This design comes from an exercise in tuning for small area and a short achievable clock period on the open sky130 flow, not from production work. No functional check of the RTL was part of any run shown here. Power figures rest on the tool's default switching activity, not on a simulated workload.

==> flow/design.v (outline; a module is shown in full before it is edited, if it fits) <==
// module vedicmult_16bit: 1568 lines
// module FA: 4 lines
// module XN2: 3 lines
// module OR2: 3 lines
// module X2: 3 lines
// module NR2: 3 lines
module vedicmult_16bit(input [15:0] a, b,
input clk, reset,
output reg [31:0] out);
  // ...
==> flow/flow/run.sh <==
#!/bin/bash
# Own layout flow: the standard ORFS flow (standard.sh), with the input and
# output port buffers made of plain buf_2 cells (the default picks a delay cell);
# the output buffers are then cut down to buf_1 before detailed placement.
set -euo pipefail
export BUFFER_PORTS_ARGS="-buffer_cell sky130_fd_sc_hd__buf_2"
export PRE_FLOORPLAN_TCL="$PWD/flow/pre_floorplan.tcl"
export PRE_DETAIL_PLACE_TCL="$PWD/flow/pre_detail_place.tcl"
export SETUP_SLACK_MARGIN=8.8
bash standard.sh > standard.log 2>&1
==> flow/flow/pre_detail_place.tcl <==
# Output ports drive only the 10 fF pin load and have ample slack: their port
# buffers can be the smallest buffer.
set n 0
foreach inst [[ord::get_db_block] getInsts] {
  set m [[$inst getMaster] getName]
  set name [$inst getName]
  if { $m eq "sky130_fd_sc_hd__buf_2" && [string match "output*" $name] } {
    replace_cell [get_cells $name] sky130_fd_sc_hd__buf_1
    incr n
  }
}
puts "pre_detail_place: resized $n output buffers"
==> flow/flow/pre_floorplan.tcl <==
# Synthesis (abc) maps each Booth selector to an a22oi_2; the _1 cell is the
# same function in less area and easily drives the single gate it feeds.
set swaps {sky130_fd_sc_hd__a22oi_2 sky130_fd_sc_hd__a22oi_1}
set n 0
foreach inst [[ord::get_db_block] getInsts] {
  set m [[$inst getMaster] getName]
  if { [dict exists $swaps $m] } {
    replace_cell [get_cells [$inst getName]] [dict get $swaps $m]
    incr n
  }
}
puts "pre_floorplan: resized $n cells"
==> flow/standard.sh <==
#!/bin/bash
# synth_recipe.tcl (not shown) runs the flow's synth.tcl, then flattens the netlist and writes it again
# the make line also repeats each setting of config.mk as NAME=value (left out here)
make -C /OpenROAD-flow-scripts/flow DESIGN_CONFIG=/design/flow/config.mk WORK_HOME=/design/flow/orfs CLKGATE_MAP_FILE= SYNTH_SCRIPT=/design/flow/synth_recipe.tcl "${@:-finish}"
==> flow/config.mk <==
export PLATFORM = sky130hd
export DESIGN_NAME = vedicmult_16bit
export DESIGN_NICKNAME = vedicmult_16bit
export VERILOG_FILES = /design/flow/design.v
export SDC_FILE = /design/flow/constraint.sdc
export NUM_CORES = 4
export LEC_CHECK = 0
export CAP_MARGIN = 20
export CORE_MARGIN = 2
export CORE_UTILIZATION = 40
export CTS_BUF_LIST = sky130_fd_sc_hd__clkbuf_4
export CTS_CLUSTER_SIZE = 8
export SLEW_MARGIN = 20
export SYNTH_HIERARCHICAL = 1
export SYNTH_MINIMUM_KEEP_SIZE = 0
==> flow/constraint.sdc <==
create_clock -name core_clock -period 17.0 [get_ports {clk}]
set_input_delay 3.4000 -clock core_clock [delete_from_list [all_inputs] [get_ports {clk}]]
set_output_delay 3.4000 -clock core_clock [all_outputs]
set_load 0.01 [all_outputs]
==> metrics.md, run 1 <==
| Metric | Value |
|---|---|
| Outcome | no timing/DRC/antenna violations |
| ClkCell Share | 0.962% |
| Max Clk Rate | 125 MHz |
| Main combinational cell family by area after synthesis | adder cells |
| Met2 layer wire length in the routed design | about 10000 um |
| Compound-gate portion of the synthesized area | between 4 and 5% |
| Seq Cell Count | 32 |
| Top power group | combinational logic |
| DRT Wirelength | 19100 um |
| Arr. time, crit path | 8250 ps |
| Critical-path cell with the highest stage delay | fa_1 |
| Cells after synthesis | 757 |
| Seq/Total Area, Yosys | 8.82% |
| Crit Path Class | primary input to flip-flop |
| Non-clock buffer share | 4.76% |
| CP bufs+invs | 1 |
| Layout cells sized above 1 | 6.93% |
| Met1 wire length | 7250 um |
| Switching Fraction | 50.4% |
| Clk root buf | clkbuf_4 |
| Final Max Tran Viols | 0 |
| Crit-path cells | buf_4 > nand2_1 > fa_1 > fa_1 > fa_1 > fa_1 > fa_1 > fa_1 > xor2_2 > nand4_1 > nor2_1 > o2bb2ai_1 > or3_4 > o21a_1 > a31o_1 > xnor2_1 > nor2b_1 |
| Crit path max fanout | 16 |
| Crit-path max cell delay | approximately 560 ps |
| Seq area share | 8.21% |
| Vias in the first global route | 6090 |
| Most common cell after layout, fill and taps aside | nand2_1 |
| Core box area | 17900 um^2 |
| Hold path depth | 2 |
| Cells after DPL | between 900 and 1000 |
==> inputs of run 2 (changes only) <==
--- a/flow/design.v
+++ b/flow/design.v
@@ -678,21 +678,21 @@
 wire s419;
 wire c420;
 wire s421;
 wire c422;
 wire s423;
 wire c424;
 wire s425;
 wire c426;
-wire s427;
-wire c428;
-wire s429;
-wire c430;
-wire ci431;
+wire ci427;
+wire g428;
+wire p429;
+wire g430;
+wire p431;
 wire g432;
 wire p433;
 wire g434;
 wire p435;
 wire g436;
 wire p437;
 wire g438;
 wire p439;
@@ -734,157 +734,200 @@
 wire p475;
 wire g476;
 wire p477;
 wire g478;
 wire p479;
 wire g480;
 wire p481;
 wire p482;
-wire g483;
-wire g484;
-wire p485;
-wire g486;
-wire p487;
-wire g488;
-wire p489;
-wire g490;
-wire p491;
-wire g492;
-wire p493;
-wire g494;
-wire p495;
-wire g496;
-wire p497;
-wire g498;
-wire p499;
-wire g500;
-wire p501;
-wire g502;
-wire p503;
-wire g504;
-wire p505;
-wire g506;
-wire p507;
-wire g508;
-wire p509;
+wire t483;
+wire t484;
+wire t485;
+wire t486;
+wire t487;
+wire t488;
+wire t489;
+wire t490;
+wire t491;
+wire t492;
+wire t493;
+wire t494;
+wire t495;
+wire t496;
+wire t497;
+wire t498;
+wire t499;
+wire t500;
+wire t501;
+wire t502;
+wire t503;
+wire t504;
+wire t505;
+wire t506;
+wire t507;
+wire t508;
+wire t509;
 wire g510;
-wire p511;
-wire g512;
-wire p513;
-wire g514;
-wire p515;
-wire g516;
-wire p517;
-wire g518;
-wire p519;
-wire g520;
-wire p521;
-wire g522;
-wire p523;
-wire g524;
-wire p525;
-wire g526;
-wire p527;
-wire g528;
-wire p529;
-wire g530;
-wire p531;
-wire g532;
-wire p533;
-wire g534;
-wire p535;
-wire g536;
-wire p537;
-wire g538;
-wire p539;
-wire g540;
-wire p541;
-wire g542;
-wire p543;
-wire g544;
-wire p545;
-wire g546;
-wire p547;
-wire g548;
-wire p549;
-wire g550;
-wire p551;
-wire g552;
-wire p553;
-wire g554;
-wire p555;
-wire g556;
-wire p557;
-wire g558;
-wire p559;
-wire g560;
-wire p561;
-wire g562;
-wire p563;
-wire g564;
-wire p565;
-wire g566;
-wire p567;
-wire g568;
-wire p569;
-wire g570;
-wire p571;
-wire g572;
-wire p573;
-wire g574;
-wire p575;
-wire g576;
-wire p577;
-wire g578;
-wire p579;
-wire g580;
-wire p581;
-wire g582;
-wire p583;
-wire g584;
-wire p585;
-wire g586;
-wire p587;
-wire g588;
-wire p589;
-wire g590;
-wire p591;
-wire g592;
-wire p593;
-wire g594;
-wire p595;
-wire g596;
-wire p597;
-wire o598;
-wire o599;
-wire o600;
-wire o601;
-wire o602;
-wire o603;
-wire o604;
-wire o605;
-wire o606;
-wire o607;
-wire o608;
-wire o609;
-wire o610;
-wire o611;
-wire o612;
-wire o613;
-wire o614;
-wire o615;
-wire o616;
-wire o617;
-wire o618;
-wire o619;
-wire o620;
-wire o621;
-wire o622;
-wire o623;
+wire g511;
+wire p512;
+wire g513;
+wire p514;
+wire g515;
+wire p516;
+wire g517;
+wire p518;
+wire g519;
+wire p520;
+wire g521;
+wire p522;
+wire g523;
+wire p524;
+wire g525;
+wire p526;
+wire g527;
+wire p528;
+wire g529;
+wire p530;
+wire g531;
+wire p532;
+wire g533;
+wire p534;
+wire g535;
+wire p536;
+wire g537;
+wire p538;
+wire g539;
+wire p540;
+wire g541;
+wire p542;
+wire g543;
+wire p544;
+wire g545;
+wire p546;
+wire g547;
+wire p548;
+wire g549;
+wire p550;
+wire g551;
+wire p552;
+wire g553;
+wire p554;
+wire g555;
+wire p556;
+wire g557;
+wire p558;
+wire g559;
+wire p560;
+wire g561;
+wire p562;
+wire g563;
+wire p564;
+wire g565;
+wire p566;
+wire g567;
+wire p568;
+wire g569;
+wire p570;
+wire g571;
+wire p572;
+wire g573;
+wire p574;
+wire g575;
+wire p576;
+wire g577;
+wire p578;
+wire g579;
+wire p580;
+wire g581;
+wire p582;
+wire g583;
+wire p584;
+wire g585;
+wire p586;
+wire g587;
+wire p588;
+wire g589;
+wire p590;
+wire g591;
+wire p592;
+wire g593;
+wire p594;
+wire g595;
+wire p596;
+wire g597;
+wire p598;
+wire g599;
+wire p600;
+wire g601;
+wire p602;
+wire g603;
+wire p604;
+wire g605;
+wire p606;
+wire g607;
+wire p608;
+wire g609;
+wire p610;
+wire g611;
+wire p612;
+wire g613;
+wire p614;
+wire g615;
+wire p616;
+wire g617;
+wire p618;
+wire g619;
+wire p620;
+wire g621;
+wire p622;
+wire g623;
+wire p624;
+wire g625;
+wire p626;
+wire g627;
+wire p628;
+wire g629;
+wire p630;
+wire g631;
+wire p632;
+wire g633;
+wire p634;
+wire g635;
+wire p636;
+wire g637;
+wire p638;
+wire o639;
+wire o640;
+wire o641;
+wire o642;
+wire o643;
+wire o644;
+wire o645;
+wire o646;
+wire o647;
+wire o648;
+wire o649;
+wire o650;
+wire o651;
+wire o652;
+wire o653;
+wire o654;
+wire o655;
+wire o656;
+wire o657;
+wire o658;
+wire o659;
+wire o660;
+wire o661;
+wire o662;
+wire o663;
+wire o664;
+wire o665;
+wire o666;
 assign pp0_0 = ~(a[0] & b[0]);
 assign pp0_1 = ~(a[1] & b[0]);
 assign pp0_2 = ~(a[2] & b[0]);
 assign pp0_3 = ~(a[3] & b[0]);
 assign pp0_4 = ~(a[4] & b[0]);
 assign pp0_5 = ~(a[5] & b[0]);
 assign pp0_6 = ~(a[6] & b[0]);
 assign pp0_7 = ~(a[7] & b[0]);
@@ -1360,19 +1403,21 @@
 FA u_s413 (.x(c358), .y(c306), .z(s359), .s(s413), .c(c414));
 FA u_s415 (.x(c360), .y(c310), .z(s361), .s(s415), .c(c416));
 FA u_s417 (.x(c362), .y(c312), .z(s363), .s(s417), .c(c418));
 FA u_s419 (.x(c364), .y(pp14_15), .z(pp15_14), .s(s419), .c(c420));
 XN2 u_s421 (.x(pp0_1), .y(pp1_0), .o(s421));
 OR2 u_c422 (.x(pp0_1), .y(pp1_0), .o(c422));
 FA u_s423 (.x(c422), .y(pp2_0), .z(s365), .s(s423), .c(c424));
 FA u_s425 (.x(c424), .y(s367), .z(c366), .s(s425), .c(c426));
-FA u_s427 (.x(c426), .y(s369), .z(c368), .s(s427), .c(c428));
-FA u_s429 (.x(c428), .y(s371), .z(c370), .s(s429), .c(c430));
-assign ci431 = ~c430;
+assign ci427 = ~c426;
+NR2 u_g428 (.x(s369), .y(c368), .o(g428));
+X2 u_p429 (.x(s369), .y(c368), .o(p429));
+NR2 u_g430 (.x(s371), .y(c370), .o(g430));
+X2 u_p431 (.x(s371), .y(c370), .o(p431));
 NR2 u_g432 (.x(s373), .y(c372), .o(g432));
 X2 u_p433 (.x(s373), .y(c372), .o(p433));
 NR2 u_g434 (.x(s375), .y(c374), .o(g434));
 X2 u_p435 (.x(s375), .y(c374), .o(p435));
 NR2 u_g436 (.x(s377), .y(c376), .o(g436));
 X2 u_p437 (.x(s377), .y(c376), .o(p437));
 NR2 u_g438 (.x(s379), .y(c378), .o(g438));
 X2 u_p439 (.x(s379), .y(c378), .o(p439));
@@ -1414,158 +1459,201 @@
 X2 u_p475 (.x(s415), .y(c414), .o(p475));
 NR2 u_g476 (.x(s417), .y(c416), .o(g476));
 X2 u_p477 (.x(s417), .y(c416), .o(p477));
 NR2 u_g478 (.x(s419), .y(c418), .o(g478));
 X2 u_p479 (.x(s419), .y(c418), .o(p479));
 NR2 u_g480 (.x(pp15_15), .y(c420), .o(g480));
 X2 u_p481 (.x(pp15_15), .y(c420), .o(p481));
 assign p482 = 1'b0;
-assign g483 = g432 | (p433 & ci431);
-assign g484 = g434 | (p435 & g483);
-assign p485 = p435 & p433;
-assign g486 = g438 | (p439 & g436);
-assign p487 = p439 & p437;
-assign g488 = g442 | (p443 & g440);
-assign p489 = p443 & p441;
-assign g490 = g446 | (p447 & g444);
-assign p491 = p447 & p445;
-assign g492 = g450 | (p451 & g448);
-assign p493 = p451 & p449;
-assign g494 = g454 | (p455 & g452);
-assign p495 = p455 & p453;
-assign g496 = g458 | (p459 & g456);
-assign p497 = p459 & p457;
-assign g498 = g462 | (p463 & g460);
-assign p499 = p463 & p461;
-assign g500 = g466 | (p467 & g464);
-assign p501 = p467 & p465;
-assign g502 = g470 | (p471 & g468);
-assign p503 = p471 & p469;
-assign g504 = g474 | (p475 & g472);
-assign p505 = p475 & p473;
-assign g506 = g478 | (p479 & g476);
-assign p507 = p479 & p477;
-assign g508 = 1'b0 | (p482 & g480);
-assign p509 = p482 & p481;
-assign g510 = g436 | (p437 & g484);
-assign p511 = p437 & p485;
-assign g512 = g486 | (p487 & g484);
-assign p513 = p487 & p485;
-assign g514 = g444 | (p445 & g488);
-assign p515 = p445 & p489;
-assign g516 = g490 | (p491 & g488);
-assign p517 = p491 & p489;
-assign g518 = g452 | (p453 & g492);
-assign p519 = p453 & p493;
-assign g520 = g494 | (p495 & g492);
-assign p521 = p495 & p493;
-assign g522 = g460 | (p461 & g496);
-assign p523 = p461 & p497;
-assign g524 = g498 | (p499 & g496);
-assign p525 = p499 & p497;
-assign g526 = g468 | (p469 & g500);
-assign p527 = p469 & p501;
-assign g528 = g502 | (p503 & g500);
-assign p529 = p503 & p501;
-assign g530 = g476 | (p477 & g504);
-assign p531 = p477 & p505;
-assign g532 = g506 | (p507 & g504);
-assign p533 = p507 & p505;
-assign g534 = g440 | (p441 & g512);
-assign p535 = p441 & p513;
-assign g536 = g488 | (p489 & g512);
-assign p537 = p489 & p513;
-assign g538 = g514 | (p515 & g512);
-assign p539 = p515 & p513;
-assign g540 = g516 | (p517 & g512);
-assign p541 = p517 & p513;
-assign g542 = g456 | (p457 & g520);
-assign p543 = p457 & p521;
-assign g544 = g496 | (p497 & g520);
-assign p545 = p497 & p521;
-assign g546 = g522 | (p523 & g520);
-assign p547 = p523 & p521;
-assign g548 = g524 | (p525 & g520);
-assign p549 = p525 & p521;
-assign g550 = g472 | (p473 & g528);
-assign p551 = p473 & p529;
-assign g552 = g504 | (p505 & g528);
-assign p553 = p505 & p529;
-assign g554 = g530 | (p531 & g528);
-assign p555 = p531 & p529;
-assign g556 = g532 | (p533 & g528);
-assign p557 = p533 & p529;
-assign g558 = g448 | (p449 & g540);
-assign p559 = p449 & p541;
-assign g560 = g492 | (p493 & g540);
-assign p561 = p493 & p541;
-assign g562 = g518 | (p519 & g540);
-assign p563 = p519 & p541;
-assign g564 = g520 | (p521 & g540);
-assign p565 = p521 & p541;
-assign g566 = g542 | (p543 & g540);
-assign p567 = p543 & p541;
-assign g568 = g544 | (p545 & g540);
-assign p569 = p545 & p541;
-assign g570 = g546 | (p547 & g540);
-assign p571 = p547 & p541;
-assign g572 = g548 | (p549 & g540);
-assign p573 = p549 & p541;
-assign g574 = g480 | (p481 & g556);
-assign p575 = p481 & p557;
-assign g576 = g508 | (p509 & g556);
-assign p577 = p509 & p557;
-assign g578 = g464 | (p465 & g572);
-assign p579 = p465 & p573;
-assign g580 = g500 | (p501 & g572);
-assign p581 = p501 & p573;
-assign g582 = g526 | (p527 & g572);
-assign p583 = p527 & p573;
-assign g584 = g528 | (p529 & g572);
-assign p585 = p529 & p573;
-assign g586 = g550 | (p551 & g572);
-assign p587 = p551 & p573;
-assign g588 = g552 | (p553 & g572);
-assign p589 = p553 & p573;
-assign g590 = g554 | (p555 & g572);
-assign p591 = p555 & p573;
-assign g592 = g556 | (p557 & g572);
-assign p593 = p557 & p573;
-assign g594 = g574 | (p575 & g572);
-assign p595 = p575 & p573;
-assign g596 = g576 | (p577 & g572);
-assign p597 = p577 & p573;
-XN2 u_o598 (.x(p433), .y(ci431), .o(o598));
-XN2 u_o599 (.x(p435), .y(g483), .o(o599));
-XN2 u_o600 (.x(p437), .y(g484), .o(o600));
-XN2 u_o601 (.x(p439), .y(g510), .o(o601));
-XN2 u_o602 (.x(p441), .y(g512), .o(o602));
-XN2 u_o603 (.x(p443), .y(g534), .o(o603));
-XN2 u_o604 (.x(p445), .y(g536), .o(o604));
-XN2 u_o605 (.x(p447), .y(g538), .o(o605));
-XN2 u_o606 (.x(p449), .y(g540), .o(o606));
-XN2 u_o607 (.x(p451), .y(g558), .o(o607));
-XN2 u_o608 (.x(p453), .y(g560), .o(o608));
-XN2 u_o609 (.x(p455), .y(g562), .o(o609));
-XN2 u_o610 (.x(p457), .y(g564), .o(o610));
-XN2 u_o611 (.x(p459), .y(g566), .o(o611));
-XN2 u_o612 (.x(p461), .y(g568), .o(o612));
-XN2 u_o613 (.x(p463), .y(g570), .o(o613));
-XN2 u_o614 (.x(p465), .y(g572), .o(o614));
-XN2 u_o615 (.x(p467), .y(g578), .o(o615));
-XN2 u_o616 (.x(p469), .y(g580), .o(o616));
-XN2 u_o617 (.x(p471), .y(g582), .o(o617));
-XN2 u_o618 (.x(p473), .y(g584), .o(o618));
-XN2 u_o619 (.x(p475), .y(g586), .o(o619));
-XN2 u_o620 (.x(p477), .y(g588), .o(o620));
-XN2 u_o621 (.x(p479), .y(g590), .o(o621));
-XN2 u_o622 (.x(p481), .y(g592), .o(o622));
-XN2 u_o623 (.x(p482), .y(g594), .o(o623));
-wire [31:0] prod = {~o623, ~o622, ~o621, ~o620, ~o619, ~o618, ~o617, ~o616, ~o615, ~o614, ~o613, ~o612, ~o611, ~o610, ~o609, ~o608, ~o607, ~o606, ~o605, ~o604, ~o603, ~o602, ~o601, ~o600, ~o599, ~o598, ~s429, ~s427, ~s425, ~s423, ~s421, ~pp0_0};
+NAND2M u_t483 (.x(s369), .y(c368), .o(t483));
+NAND2M u_t484 (.x(s371), .y(c370), .o(t484));
+NAND2M u_t485 (.x(s373), .y(c372), .o(t485));
+NAND2M u_t486 (.x(s375), .y(c374), .o(t486));
+NAND2M u_t487 (.x(s377), .y(c376), .o(t487));
+NAND2M u_t488 (.x(s379), .y(c378), .o(t488));
+NAND2M u_t489 (.x(s381), .y(c380), .o(t489));
+NAND2M u_t490 (.x(s383), .y(c382), .o(t490));
+NAND2M u_t491 (.x(s385), .y(c384), .o(t491));
+NAND2M u_t492 (.x(s387), .y(c386), .o(t492));
+NAND2M u_t493 (.x(s389), .y(c388), .o(t493));
+NAND2M u_t494 (.x(s391), .y(c390), .o(t494));
+NAND2M u_t495 (.x(s393), .y(c392), .o(t495));
+NAND2M u_t496 (.x(s395), .y(c394), .o(t496));
+NAND2M u_t497 (.x(s397), .y(c396), .o(t497));
+NAND2M u_t498 (.x(s399), .y(c398), .o(t498));
+NAND2M u_t499 (.x(s401), .y(c400), .o(t499));
+NAND2M u_t500 (.x(s403), .y(c402), .o(t500));
+NAND2M u_t501 (.x(s405), .y(c404), .o(t501));
+NAND2M u_t502 (.x(s407), .y(c406), .o(t502));
+NAND2M u_t503 (.x(s409), .y(c408), .o(t503));
+NAND2M u_t504 (.x(s411), .y(c410), .o(t504));
+NAND2M u_t505 (.x(s413), .y(c412), .o(t505));
+NAND2M u_t506 (.x(s415), .y(c414), .o(t506));
+NAND2M u_t507 (.x(s417), .y(c416), .o(t507));
+NAND2M u_t508 (.x(s419), .y(c418), .o(t508));
+NAND2M u_t509 (.x(pp15_15), .y(c420), .o(t509));
+assign g510 = g428 | (t483 & ci427);
+assign g511 = g430 | (t484 & g510);
+assign p512 = t484 & t483;
+assign g513 = g434 | (t486 & g432);
+assign p514 = t486 & t485;
+assign g515 = g438 | (t488 & g436);
+assign p516 = t488 & t487;
+assign g517 = g442 | (t490 & g440);
+assign p518 = t490 & t489;
+assign g519 = g446 | (t492 & g444);
+assign p520 = t492 & t491;
+assign g521 = g450 | (t494 & g448);
+assign p522 = t494 & t493;
+assign g523 = g454 | (t496 & g452);
+assign p524 = t496 & t495;
+assign g525 = g458 | (t498 & g456);
+assign p526 = t498 & t497;
+assign g527 = g462 | (t500 & g460);
+assign p528 = t500 & t499;
+assign g529 = g466 | (t502 & g464);
+assign p530 = t502 & t501;
+assign g531 = g470 | (t504 & g468);
+assign p532 = t504 & t503;
+assign g533 = g474 | (t506 & g472);
+assign p534 = t506 & t505;
+assign g535 = g478 | (t508 & g476);
+assign p536 = t508 & t507;
+assign g537 = 1'b0 | (p482 & g480);
+assign p538 = p482 & t509;
+assign g539 = g432 | (t485 & g511);
+assign p540 = t485 & p512;
+assign g541 = g513 | (p514 & g511);
+assign p542 = p514 & p512;
+assign g543 = g440 | (t489 & g515);
+assign p544 = t489 & p516;
+assign g545 = g517 | (p518 & g515);
+assign p546 = p518 & p516;
+assign g547 = g448 | (t493 & g519);
+assign p548 = t493 & p520;
+assign g549 = g521 | (p522 & g519);
+assign p550 = p522 & p520;
+assign g551 = g456 | (t497 & g523);
+assign p552 = t497 & p524;
+assign g553 = g525 | (p526 & g523);
+assign p554 = p526 & p524;
+assign g555 = g464 | (t501 & g527);
+assign p556 = t501 & p528;
+assign g557 = g529 | (p530 & g527);
+assign p558 = p530 & p528;
+assign g559 = g472 | (t505 & g531);
+assign p560 = t505 & p532;
+assign g561 = g533 | (p534 & g531);
+assign p562 = p534 & p532;
+assign g563 = g480 | (t509 & g535);
+assign p564 = t509 & p536;
+assign g565 = g537 | (p538 & g535);
+assign p566 = p538 & p536;
+assign g567 = g436 | (t487 & g541);
+assign p568 = t487 & p542;
+assign g569 = g515 | (p516 & g541);
+assign p570 = p516 & p542;
+assign g571 = g543 | (p544 & g541);
+assign p572 = p544 & p542;
+assign g573 = g545 | (p546 & g541);
+assign p574 = p546 & p542;
+assign g575 = g452 | (t495 & g549);
+assign p576 = t495 & p550;
+assign g577 = g523 | (p524 & g549);
+assign p578 = p524 & p550;
+assign g579 = g551 | (p552 & g549);
+assign p580 = p552 & p550;
+assign g581 = g553 | (p554 & g549);
+assign p582 = p554 & p550;
+assign g583 = g468 | (t503 & g557);
+assign p584 = t503 & p558;
+assign g585 = g531 | (p532 & g557);
+assign p586 = p532 & p558;
+assign g587 = g559 | (p560 & g557);
+assign p588 = p560 & p558;
+assign g589 = g561 | (p562 & g557);
+assign p590 = p562 & p558;
+assign g591 = g444 | (t491 & g573);
+assign p592 = t491 & p574;
+assign g593 = g519 | (p520 & g573);
+assign p594 = p520 & p574;
+assign g595 = g547 | (p548 & g573);
+assign p596 = p548 & p574;
+assign g597 = g549 | (p550 & g573);
+assign p598 = p550 & p574;
+assign g599 = g575 | (p576 & g573);
+assign p600 = p576 & p574;
+assign g601 = g577 | (p578 & g573);
+assign p602 = p578 & p574;
+assign g603 = g579 | (p580 & g573);
+assign p604 = p580 & p574;
+assign g605 = g581 | (p582 & g573);
+assign p606 = p582 & p574;
+assign g607 = g476 | (t507 & g589);
+assign p608 = t507 & p590;
+assign g609 = g535 | (p536 & g589);
+assign p610 = p536 & p590;
+assign g611 = g563 | (p564 & g589);
+assign p612 = p564 & p590;
+assign g613 = g565 | (p566 & g589);
+assign p614 = p566 & p590;
+assign g615 = g460 | (t499 & g605);
+assign p616 = t499 & p606;
+assign g617 = g527 | (p528 & g605);
+assign p618 = p528 & p606;
+assign g619 = g555 | (p556 & g605);
+assign p620 = p556 & p606;
+assign g621 = g557 | (p558 & g605);
+assign p622 = p558 & p606;
+assign g623 = g583 | (p584 & g605);
+assign p624 = p584 & p606;
+assign g625 = g585 | (p586 & g605);
+assign p626 = p586 & p606;
+assign g627 = g587 | (p588 & g605);
+assign p628 = p588 & p606;
+assign g629 = g589 | (p590 & g605);
+assign p630 = p590 & p606;
+assign g631 = g607 | (p608 & g605);
+assign p632 = p608 & p606;
+assign g633 = g609 | (p610 & g605);
+assign p634 = p610 & p606;
+assign g635 = g611 | (p612 & g605);
+assign p636 = p612 & p606;
+assign g637 = g613 | (p614 & g605);
+assign p638 = p614 & p606;
+XN2 u_o639 (.x(p429), .y(ci427), .o(o639));
+XN2 u_o640 (.x(p431), .y(g510), .o(o640));
+XN2 u_o641 (.x(p433), .y(g511), .o(o641));
+XN2 u_o642 (.x(p435), .y(g539), .o(o642));
+XN2 u_o643 (.x(p437), .y(g541), .o(o643));
+XN2 u_o644 (.x(p439), .y(g567), .o(o644));
+XN2 u_o645 (.x(p441), .y(g569), .o(o645));
+XN2 u_o646 (.x(p443), .y(g571), .o(o646));
+XN2 u_o647 (.x(p445), .y(g573), .o(o647));
+XN2 u_o648 (.x(p447), .y(g591), .o(o648));
+XN2 u_o649 (.x(p449), .y(g593), .o(o649));
+XN2 u_o650 (.x(p451), .y(g595), .o(o650));
+XN2 u_o651 (.x(p453), .y(g597), .o(o651));
+XN2 u_o652 (.x(p455), .y(g599), .o(o652));
+XN2 u_o653 (.x(p457), .y(g601), .o(o653));
+XN2 u_o654 (.x(p459), .y(g603), .o(o654));
+XN2 u_o655 (.x(p461), .y(g605), .o(o655));
+XN2 u_o656 (.x(p463), .y(g615), .o(o656));
+XN2 u_o657 (.x(p465), .y(g617), .o(o657));
+XN2 u_o658 (.x(p467), .y(g619), .o(o658));
+XN2 u_o659 (.x(p469), .y(g621), .o(o659));
+XN2 u_o660 (.x(p471), .y(g623), .o(o660));
+XN2 u_o661 (.x(p473), .y(g625), .o(o661));
+XN2 u_o662 (.x(p475), .y(g627), .o(o662));
+XN2 u_o663 (.x(p477), .y(g629), .o(o663));
+XN2 u_o664 (.x(p479), .y(g631), .o(o664));
+XN2 u_o665 (.x(p481), .y(g633), .o(o665));
+XN2 u_o666 (.x(p482), .y(g635), .o(o666));
+wire [31:0] prod = {~o666, ~o665, ~o664, ~o663, ~o662, ~o661, ~o660, ~o659, ~o658, ~o657, ~o656, ~o655, ~o654, ~o653, ~o652, ~o651, ~o650, ~o649, ~o648, ~o647, ~o646, ~o645, ~o644, ~o643, ~o642, ~o641, ~o640, ~o639, ~s425, ~s423, ~s421, ~pp0_0};
 always @(posedge clk) begin
   if (reset) out <= prod;
   else out <= 32'd0;
 end
 endmodule
 module FA(input x, y, z, output s, c);
 assign s = x ^ y ^ z;
 assign c = (x & y) | (x & z) | (y & z);
@@ -1577,8 +1665,11 @@
 assign o = x | y;
 endmodule
 module X2(input x, y, output o);
 assign o = x ^ y;
 endmodule
 module NR2(input x, y, output o);
 assign o = ~(x | y);
 endmodule
+module NAND2M(input x, y, output o);
+assign o = ~(x & y);
+endmodule
==> run 2 against run 1 <==
Compared with the run above: global-route usage down 0.91 points; wire length down 2.2%; area after synthesis up 1.7%; sequential share of layout area about the same; sequential power about the same; via count up 1.6%; final cell count up 3.3%; non-clock buffer count unchanged; flip-flop and latch count unchanged; critical endpoint is now out[29]$_SDFF_PN0_.
==> metrics.md, run 2 <==
| Metric | Value |
|---|---|
| DRT Wirelength | 18700 um (-2.2%) |
| Commonest cells in the netlist | nand2_1 (288), fa_1 (197), clkbuf_1 (65) |
| Worst path depth | 16 |
| Largest register by flop count | out |
| Detail Route Antenna Nets | 0 |
| Avg Cell Area, Syn | between 9 and 10 um^2 |
| Synth unique cells | 35 |
| Max reg flops | 32 |
| Hpwl dp | 14500 um |
| Critical path data required time | approximately 17000 ps |
| DR vias | about 5400 |
| Critical path launch point type | primary input |
| Setup Buffers After CTS | 0 |
| Util after Layout | 43.3% |
| Final period util | 46.9% |
| Final Max Tran Viols | 0 (unchanged) |
| Final setup TNS | 0 ps |
| Clk root buf | clkbuf_4 |
| Async S/R FF share, synth | 0% |
| Core box area | 18000 um^2 (+0.68%) |
| Width of the die | 140 um |
| GP Congestion | 0.852 |
| Synthesis Warnings | 7 |
| Crit-path most repeated cell | fa_1 |
| Largest net degree at the start of global routing | 33 |
| Cells after DPL | 1018 (+3.2%) |
| Layout Cells excl Fill | between 1000 and 1500 |
| Max Clk Rate | 125 MHz (+0.36%) |
| Vias in the first global route | 5958 (-2.2%) |
| All-layer global routing usage | 20.5% |
| Top-area cell type share of the netlist area | 53.4% |
| Crit. Startpoint | b[11] |
| Cell Pwr Density | 211 nW/um^2 |
| Syn nets | 1020 |
| Die footprint | 19600 um^2 |
| Synth Area in Adders | 53.4% |
| Maxcap violations | 0 |
| Mapped Area | about 7400 um^2 |
| RSZ-0062 raised after global routing | false |
| Largest regs | out x32 |
| Fin nets | approximately 1000 |
| Crit-path cells | buf_2 > nand2_1 > fa_1 > fa_1 > fa_1 > fa_1 > fa_1 > nand2_1 > and4_2 > a221o_1 > a21oi_4 > o31ai_4 > a31o_1 > a21o_1 > xnor2_1 > nor2b_1 |
| Post-DR wirelength/cell | 18.2 um |
| Compound-gate portion of the synthesized area | 4.43% (-0.37 points) |
| Residual DRC | 0 |
| Initial DRC count | between 300 and 400 |
| Vias per cell | 5.25 |
| Top-count cell post-synth | nand2_1 |
| Mux contribution to synthesized area | 0% |
| Cells after synthesis | 789 (+4.2%) |
| Seq/Total Area, Yosys | 8.68% (-0.14 points) |
| Drt pass-1 iters | 5 |
| Syn-to-layout area delta | 5.73% |
| Synth Area in Simple Gates | a little over a fifth |
| CTS buffer count | 5 |
| Most common cell after layout, fill and taps aside | nand2_1 |
| H-Tree Depth | 2 |
| CP bufs+invs | 1 (unchanged) |
| Synth area leader | fa_1 |
| Crit path max fanout | 16 (unchanged) |
| Arr. time, crit path | 8250 ps (about the same) |
| Crit-path max cell delay | 590 ps (+30 ps) |
| Global-route wire length before repair | 31300 um |
| Ranking of synthesized cells by area | fa_1 (53%), nand2_1 (15%), dfxtp_1 (8.7%), xnor2_1 (5.2%), clkbuf_1 (3.3%) |
| Most frequent cells in the layout | nand2_1 (288), fa_1 (197), xnor2_1 (44), nor2b_1 (34) |
| Final Critical Period | 7980 ps |
| Post-synth EDFFs | 0 |
| Setup crit end | out[29]$_SDFF_PN0_ |
| Clock buffer depth | 2 |
| Clk pin slew, worst setup/hold paths | around 100 ps |
| Rows | 49 |
| Layout cells sized above 1 | 6.52% (-0.40 points) |
| Hold Violations, Final | 0 |
| Setup Viol. Count Final | 0 |
| Outcome | no timing/DRC/antenna violations |
| Post-synthesis xor/xnor area fraction | ~8.4% |
| Hold_buf cts | 0 |
| Top_reg_cell synth | dfxtp_1 |
| Critical path endpoint category | flip-flop |
| Initial antenna violation count | 1 |
| Family with the most delay on the worst path | adder cells |
| GRT overflow | 0 |
| Die Y | roughly 140 um |
| Worst vdd ir | 0.189 mV |
| Yosys reg bits | 32 |
| Worst hold path class | primary input to flip-flop |
| Initial core utilization | 40.9% |
| Count of clock tree sinks | 32 |
| PortBufs | 65 |
| Main combinational cell family by area after synthesis | adder cells |
| Lkg Pwr | 2.79 nW |
| Critical-path cell with the highest stage delay | fa_1 |
| CTS tree | built |
| Crit Path Class | primary input to flip-flop |
| Top Ports | between 60 and 70 |
==> run 2: cell types whose count changed in the layout (fill, tap and decap cells not counted), moves of 2 or more <==
cell / change
fa_2: -3
buf_2: +13
buf_4: -2
buf_6: -11
clkinv_1: -2
xor2_1: +7
xnor2_1: +2
a21o_1: -2
nand2_1: +28
xor2_2: -5
nor2b_1: +2
==> run 2: layout make-up <==
class | count | area, um^2
fill | 1808 | 10200
multi-input combinational | 689 | 6480
sequential | 32 | 641
timing repair buffer | 65 | 298
tap | 229 | 287
clock buffer | 6 | 45.0
clock inverter | 2 | 35.0
inverter | 3 | 11.3
antenna | 1 | 2.50
==> run 2: through the flow <==
stage / cell area (um^2) / hold WS [ps] / power [mW] / setup slack, ps
floorplan: 7380 / 3530 / 1.34 / 8810
global placement: 7750 / 3790 / 1.59 / 8660
detailed placement: 7710 / 3790 / 1.60 / 8530
CTS: 7790 / 3470 / 1.67 / 8950
global route: 7800 / 3490 / 1.85 / 8820
finish: 7800 / 3480 / 1.65 / 9020
==> run 2: how the worst min path moves through the flow <==
stage | endpoint | cells past startpoint | startpoint
floorplan | out[24]$_SDFF_PN0_ | 1 | reset
global placement | out[11] | 1 | out[11]$_SDFF_PN0_
detailed placement | out[27] | 1 | out[27]$_SDFF_PN0_
CTS | out[0]$_SDFF_PN0_ | 2 | b[0]
global route | out[0]$_SDFF_PN0_ | 2 | b[0]
finish | out[0]$_SDFF_PN0_ | 2 | b[0]
==> run 2: timing repair <==
item / 4_1_cts / 5_1_grt
endpoints found under the hold margin: 0 / 0
resized for setup: 0 / 6
endpoints found under the setup margin: 0 / 3
==> run 2: power by group <==
| group | internal [mW] | total [mW] | switching (mW) |
|---|---|---|---|
| Sequential | 0.115 | 0.121 | 0.00609 |
| Clock | 0.0324 | 0.0618 | 0.0294 |
| Combinational | 0.679 | 1.46 | 0.786 |
==> run 2: per-module statistics from Yosys (local to each module, per instance) <==
module,flops+latches,copies in the design,cell area [um^2]
XN2,0,44,8.76
OR2,0,16,6.26
NAND2M,0,27,3.75
X2,0,27,8.76
FA,0,197,20.0
NR2,0,27,3.75
vedicmult_16bit,32,1,2510
==> run 2: metal layers <==
metal | vias up | GRT usage [%] | wire length (um)
met5 | - | 0 | 0
met4 | 0 | 5.21 | 415
met3 | 25 | 2.44 | 864
met2 | 169 | 37.5 | 10000
met1 | 2814 | 25.7 | 7390
li1 | 2388 | - | -
==> run 2: logic make-up after synthesis <==
| kind of cell | after synthesis |
|---|---|
| flops | 32 |
| simple gates | 378 |
| buf+inv | 68 |
| compound gates | 42 |
| other cells | 1 |
| xor+xnor | 71 |
| fa+ha+maj | 197 |

-- what the ideal ports hide --
How much do the figures lean on ideal ports? The routed layouts below were timed once more, with nothing changed but the port constraints. Step 1, drivers: a clkbuf_16 drives clk and a buf_2 each remaining input, both assumed. Step 2 moves the port delays by t, midway between the first and last clock arrival at a register: inputs arrive t later, outputs are due t later. That takes back most of the time a late clock gives input paths. Slacks: ideal ports / drivers / drivers and shift; pairs: ideal ports / drivers.
run	shift t [ns]	setup slack, ns	worst register clock-pin slew, ns	cell pins on the clock port's net
run 1	0.352	8.990 / 8.985 / 8.632	0.10 / 0.10	1
run 2	0.400	9.019 / 9.038 / 8.637	0.11 / 0.11	1
After both steps setup and hold are still met in every run listed. For run 2, which loses most, drivers alone change the setup slack by +0.019 ns; drivers and shift together by -0.382 ns.
